From an optimization exercise on the open Yosys and OpenROAD flow, aimed at small area and a short achievable clock period; shortcuts taken in it are not production practice.
Where RTL was checked, it was by simulation tests only, not by an equivalence proof against the original.

==> flow/design.v (excerpt) <==
module fft(rst,s,x0,x1,x2,x3,x4,x5,x6,x7,real_out,img_out,clk);
For scale: roughly 9200 cells after synthesis, ~360 flip-flops, roughly 53000 um^2 of cells after synthesis.
export LEC_CHECK = 0
export ABC_AREA = 1
export CAP_MARGIN = 20
export CORE_MARGIN = 2
export CORE_UTILIZATION = 40
export SLEW_MARGIN = 20
create_clock -name core_clock -period 72.0 [get_ports {clk}]
standard.sh (not shown) runs the stock make flow with config.mk's settings and CLKGATE_MAP_FILE= SYNTH_SCRIPT=/design/flow/synth_recipe.tcl, a recipe that flattens the netlist after the stock synthesis.
==> flow/flow/run.sh <==
#!/bin/bash
# The standard layout (standard.sh) with these changes:
#  - synthesis: the standard flow's synthesis script (synth_recipe.tcl, unchanged) runs
#    with ABC's area mapper (flow/abc_amap.script) in place of ORFS's abc_area.script, and without Yosys's extract_fa, so ABC maps the adders too. Registers are mapped before either step, so they
#    are the standard synthesis's;
#  - the timing repair steps (floorplan, CTS, global route) aim for a setup
#    slack of SETUP_SLACK_MARGIN ns; the SDC and clock period are unchanged;
#  - every input and output port gets a buf_2 as its buffer.
# Tool output: standard.log here, and ORFS's logs under orfs/logs.
set -e
W=$PWD
cat > $W/synth_own.tcl <<EOT
proc extract_fa {args} { puts "extract_fa skipped" }
proc abc {args} {
  set i [lsearch -exact \$args -script]
  if {\$i >= 0 && "abc_amap.script" ne ""} { lset args [expr {\$i + 1}] $W/flow/abc_amap.script }
  yosys abc {*}\$args
}
source $W/synth_recipe.tcl
EOT
sed -e "s|SYNTH_SCRIPT=[^ ]*|SYNTH_SCRIPT=$W/synth_own.tcl|" standard.sh > standard_own.sh
export SETUP_SLACK_MARGIN=42
export BUFFER_PORTS_ARGS="-buffer_cell sky130_fd_sc_hd__buf_2"
bash standard_own.sh > standard.log 2>&1
==> flow/flow/abc_amap.script <==
strash
balance
rewrite
refactor
balance
rewrite
rewrite -z
balance
refactor -z
rewrite -z
balance
dch
amap
topo
stime -c
buffer -c
upsize -c
dnsize -c
The first run completed without violations.
Edit:
==> flow/flow/run.sh (replaced) <==
#!/bin/bash
export SETUP_SLACK_MARGIN=47
export BUFFER_PORTS_ARGS="-buffer_cell sky130_fd_sc_hd__buf_2"
bash standard.sh > standard.log 2>&1
removed: flow/flow/abc_amap.script
Die area increases by 29%.
Final cell count rose by 21%.
Wire length went up by 16%.
First-iteration DRC count falls by 21%.
Final area climbs by 29%.
Synthesized cell count climbs by 20%.
Worst setup slack gains 4.0 ns.
Edit:
==> flow/flow/run.sh (replaced) <==
#!/bin/bash
# The standard layout (standard.sh) with these changes:
#  - synthesis: the standard flow's synthesis script (synth_recipe.tcl, unchanged) runs
#    with ABC's area mapper (flow/abc_amap.script) in place of ORFS's abc_area.script, and without Yosys's extract_fa, so ABC maps the adders too. Registers are mapped before either step, so they
#    are the standard synthesis's;
#  - the timing repair steps (floorplan, CTS, global route) aim for a setup
#    slack of SETUP_SLACK_MARGIN ns; the SDC and clock period are unchanged;
#  - every input and output port gets a buf_2 as its buffer.
# Tool output: standard.log here, and ORFS's logs under orfs/logs.
set -e
W=$PWD
cat > $W/synth_own.tcl <<EOT
proc extract_fa {args} { puts "extract_fa skipped" }
proc abc {args} {
  set i [lsearch -exact \$args -script]
  if {\$i >= 0 && "abc_amap.script" ne ""} { lset args [expr {\$i + 1}] $W/flow/abc_amap.script }
  yosys abc {*}\$args
}
source $W/synth_recipe.tcl
EOT
sed -e "s|SYNTH_SCRIPT=[^ ]*|SYNTH_SCRIPT=$W/synth_own.tcl|" standard.sh > standard_own.sh
export SETUP_SLACK_MARGIN=44
export BUFFER_PORTS_ARGS="-buffer_cell sky130_fd_sc_hd__buf_2"
bash standard_own.sh > standard.log 2>&1
==> flow/flow/abc_amap.script (new file) <==
strash
balance
rewrite
refactor
balance
rewrite
rewrite -z
balance
refactor -z
rewrite -z
balance
dch
amap
topo
stime -c
buffer -c
upsize -c
dnsize -c
=>
- The changed run completed without violations
- synthesized cell count fell by 17%
- synthesized area is lower by 23%

## JK
Starting RTL as in the previous note.
==> flow/config.mk <==
export PLATFORM = sky130hd
export DESIGN_NAME = fft
export DESIGN_NICKNAME = fft
export VERILOG_FILES = /design/flow/design.v
export SDC_FILE = /design/flow/constraint.sdc
export NUM_CORES = 8
export LEC_CHECK = 0
export ABC_AREA = 1
export CAP_MARGIN = 20
export CORE_MARGIN = 2
export CORE_UTILIZATION = 40
export SLEW_MARGIN = 20
==> flow/constraint.sdc <==
create_clock -name core_clock -period 72.0 [get_ports {clk}]
set_input_delay 14.4000 -clock core_clock [delete_from_list [all_inputs] [get_ports {clk}]]
set_output_delay 14.4000 -clock core_clock [all_outputs]
set_load 0.01 [all_outputs]
==> flow/flow/run.sh <==
#!/bin/bash
# The standard layout (standard.sh) with these changes:
#  - synthesis: the standard flow's synthesis script (synth_recipe.tcl, unchanged) runs
#    with ABC's area mapper (flow/abc_amap.script) in place of ORFS's abc_area.script, and without Yosys's extract_fa, so ABC maps the adders too. Registers are mapped before either step, so they
#    are the standard synthesis's;
#  - the timing repair steps (floorplan, CTS, global route) aim for a setup
#    slack of SETUP_SLACK_MARGIN ns; the SDC and clock period are unchanged;
#  - every input and output port gets a buf_2 as its buffer.
# Tool output: standard.log here, and ORFS's logs under orfs/logs.
set -e
W=$PWD
cat > $W/synth_own.tcl <<EOT
proc extract_fa {args} { puts "extract_fa skipped" }
proc abc {args} {
  set i [lsearch -exact \$args -script]
  if {\$i >= 0 && "abc_amap.script" ne ""} { lset args [expr {\$i + 1}] $W/flow/abc_amap.script }
  yosys abc {*}\$args
}
source $W/synth_recipe.tcl
EOT
sed -e "s|SYNTH_SCRIPT=[^ ]*|SYNTH_SCRIPT=$W/synth_own.tcl|" standard.sh > standard_own.sh
export SETUP_SLACK_MARGIN=44
export BUFFER_PORTS_ARGS="-buffer_cell sky130_fd_sc_hd__buf_2"
bash standard_own.sh > standard.log 2>&1
==> flow/flow/abc_amap.script <==
strash
balance
rewrite
refactor
balance
rewrite
rewrite -z
balance
refactor -z
rewrite -z
balance
dch
amap
Changes in MS relative to JK:
--- a/flow/flow/run.sh
+++ b/flow/flow/run.sh
@@ -20,5 +20,5 @@
 EOT
 sed -e "s|SYNTH_SCRIPT=[^ ]*|SYNTH_SCRIPT=$W/synth_own.tcl|" standard.sh > standard_own.sh
-export SETUP_SLACK_MARGIN=44
+export SETUP_SLACK_MARGIN=48
 export BUFFER_PORTS_ARGS="-buffer_cell sky130_fd_sc_hd__buf_2"
 bash standard_own.sh > standard.log 2>&1
==> flow/flow/abc_amap.script <==
strash
dch
amap
topo
stime -c
buffer -c
upsize -c
dnsize -c
Notes after the runs:
- MS leaves less setup margin than JK.
- When MS is measured against JK, its global-route wire length before repair turns out 23% higher.
- The layout from MS, despite a flow that completed every stage, fails the layout checks, with the failing checks listed as max-capacitance violations, max-slew violations.
- Timing startpoint of the critical path = s[0]: JK; timing startpoint of the critical path = qW[24]$_DFF_P_: MS
- NOTE design area JK->MS increased by more than half
- Area after synthesis (MS / JK): 1.08
- Compared with JK, MS shows a higher cell count.
- The higher simple logic cell fraction of the synthesized area came out of MS.
- As of MS, sum of routed wire segments on met1 had risen by more than 10% compared to JK.
[inputs] AL vs MS
Settings: CORE_UTILIZATION now 65, was 40; PLACE_DENSITY now 0.8, previously not set.
--- a/flow/flow/run.sh
+++ b/flow/flow/run.sh
@@ -20,5 +20,5 @@
 EOT
 sed -e "s|SYNTH_SCRIPT=[^ ]*|SYNTH_SCRIPT=$W/synth_own.tcl|" standard.sh > standard_own.sh
-export SETUP_SLACK_MARGIN=48
+export SETUP_SLACK_MARGIN=45
 export BUFFER_PORTS_ARGS="-buffer_cell sky130_fd_sc_hd__buf_2"
 bash standard_own.sh > standard.log 2>&1
==> flow/flow/abc_amap.script <==
strash
balance
rewrite
refactor
balance
rewrite
rewrite -z
balance
refactor -z
rewrite -z
balance
dch
amap
topo
stime -c
buffer -c
upsize -c
dnsize -c
Findings:
AL went all the way through synthesis, placement and routing and the layout is clean on timing, DRC and antenna.
Of AL and MS, MS shows the higher instance area after placement, with AL below it.
Fmax: AL higher than MS
Measured against each other, AL and MS differ in multi-input logic portion of the cell area, the lower figure coming from MS.
Between AL and MS, the global-route usage is higher for AL.
Setup changes, AL to TR
Settings: CORE_UTILIZATION: 65 -> 40; PLACE_DENSITY: 0.8 -> unset.
--- a/flow/flow/run.sh
+++ b/flow/flow/run.sh
@@ -20,5 +20,5 @@
 EOT
 sed -e "s|SYNTH_SCRIPT=[^ ]*|SYNTH_SCRIPT=$W/synth_own.tcl|" standard.sh > standard_own.sh
-export SETUP_SLACK_MARGIN=45
+export SETUP_SLACK_MARGIN=40
 export BUFFER_PORTS_ARGS="-buffer_cell sky130_fd_sc_hd__buf_2"
 bash standard_own.sh > standard.log 2>&1
### Flow results
Number of diodes added for antenna fixing ends up higher on AL. Diff AL..TR | clock net sink count | negligible. TR vs. AL: overall track demand over capacity in global routing decreased 16 points; met2 usage decreased 22 points; via count decreased about 7%; final non-filler cell total increased 5.5%. Fraction of the cycle the final worst path needs was higher in TR than in AL. The run showing the greater post-CTS setup buffer count is AL. Diff AL and TR: post-cts repair resize count lower in TR.

Another version of the RTL of fft (not shown whole).
Size: roughly 11000 cells after synthesis, ~360 flip-flops, roughly 330 I/O pins, ~70000 µm² of cells after synthesis.
Settings: LEC_CHECK=0, ABC_AREA=1, CAP_MARGIN=20, CORE_MARGIN=2, CORE_UTILIZATION=65, PLACE_DENSITY=0.75, SLEW_MARGIN=20; clock period 72.0 ns.
==> flow/flow/run.sh <==
#!/bin/bash
export SETUP_SLACK_MARGIN=47
bash standard.sh > standard.log 2>&1
Then changed:
==> flow/flow/run.sh (replaced) <==
#!/bin/bash
export SETUP_SLACK_MARGIN=47
export BUFFER_PORTS_ARGS="-buffer_cell sky130_fd_sc_hd__buf_2"
bash standard.sh > standard.log 2>&1
Settings changed: CORE_UTILIZATION 65 to 40, PLACE_DENSITY 0.75 to not set.
Result: Global-route usage shrinks by 16 points. Area after synthesis stays the same. Core utilization shrinks by 28 points. Clock skew came out lower by 0.045 ns. Setup slack gets better by 0.26 ns. Via count went down by 5.9%. Final cell count came out higher by 7.4%. Die area went up by 62%. Synthesized cell count is unchanged.
Then changed:
==> flow/flow/run.sh (replaced) <==
#!/bin/bash
export SETUP_SLACK_MARGIN=47
bash standard.sh > standard.log 2>&1
Result:
- first-iteration DRC count is higher by 1.6%
- global-route usage hardly moves
- register-to-register slack gets better by 0.28 ns
- via count is higher by 0.56%
- non-clock buffer count rose by 16
- worst hold slack got worse by 0.0073 ns
- cell count stays flat
- clock skew is higher by 0.025 ns
- worst setup slack got worse by 0.18 ns
- cell area goes up by 2.8%
Function was not checked in any run of this note: the RTL went through the layout flow alone.

## what the ideal ports hide
The results above use ideal ports. As a check the final layouts listed here were re-extracted and re-timed, cells and wires unchanged. Step 1 sets driving cells, clkbuf_16 on the clock port and buf_2 on the other inputs (assumed; they add their load-dependent delay and slew). Step 2 also shifts input and output timing later by t, the mid clock arrival at the registers, as if the neighbouring blocks saw the same clock. a / b / c = ideal / step 1 / step 2; a / b = the first two.
run | t, ns | slack for setup (ns) | worst hold slack (ns) | slew at the worst register clock pin (ns) | cell pins on the clock port's net
the first run of note 1 | 0.657 | 43.686 / 43.613 / 43.593 | 0.308 / 0.308 / 0.308 | 0.08 / 0.08 | 1
the second run of note 1 | 0.667 | 47.696 / 47.631 / 47.209 | 0.328 / 0.328 / 0.328 | 0.07 / 0.07 | 1
the third run of note 1 | 0.661 | 45.142 / 45.068 / 44.575 | 0.307 / 0.307 / 0.307 | 0.08 / 0.08 | 1
JK | 0.674 | 44.923 / 44.828 / 44.153 | 0.327 / 0.327 / 0.327 | 0.08 / 0.08 | 1
MS | 0.655 | 44.429 / 44.360 / 44.469 | 0.328 / 0.328 / 0.328 | 0.07 / 0.07 | 1
AL | 0.664 | 45.080 / 45.006 / 45.035 | 0.314 / 0.314 / 0.314 | 0.08 / 0.08 | 1
TR | 0.657 | 43.686 / 43.613 / 43.593 | 0.308 / 0.308 / 0.308 | 0.08 / 0.08 | 1
the first run of note 3 | 0.650 | 47.466 / 47.407 / 47.060 | 0.347 / 0.347 / 0.347 | 0.07 / 0.07 | 1
the second run of note 3 | 0.649 | 47.725 / 47.655 / 47.217 | 0.334 / 0.334 / 0.334 | 0.07 / 0.07 | 1
the third run of note 3 | 0.647 | 47.543 / 47.473 / 47.166 | 0.327 / 0.327 / 0.327 | 0.07 / 0.07 | 1
For JK, which loses most, drivers alone change the setup slack by -0.095 ns; drivers and shift together by -0.770 ns.
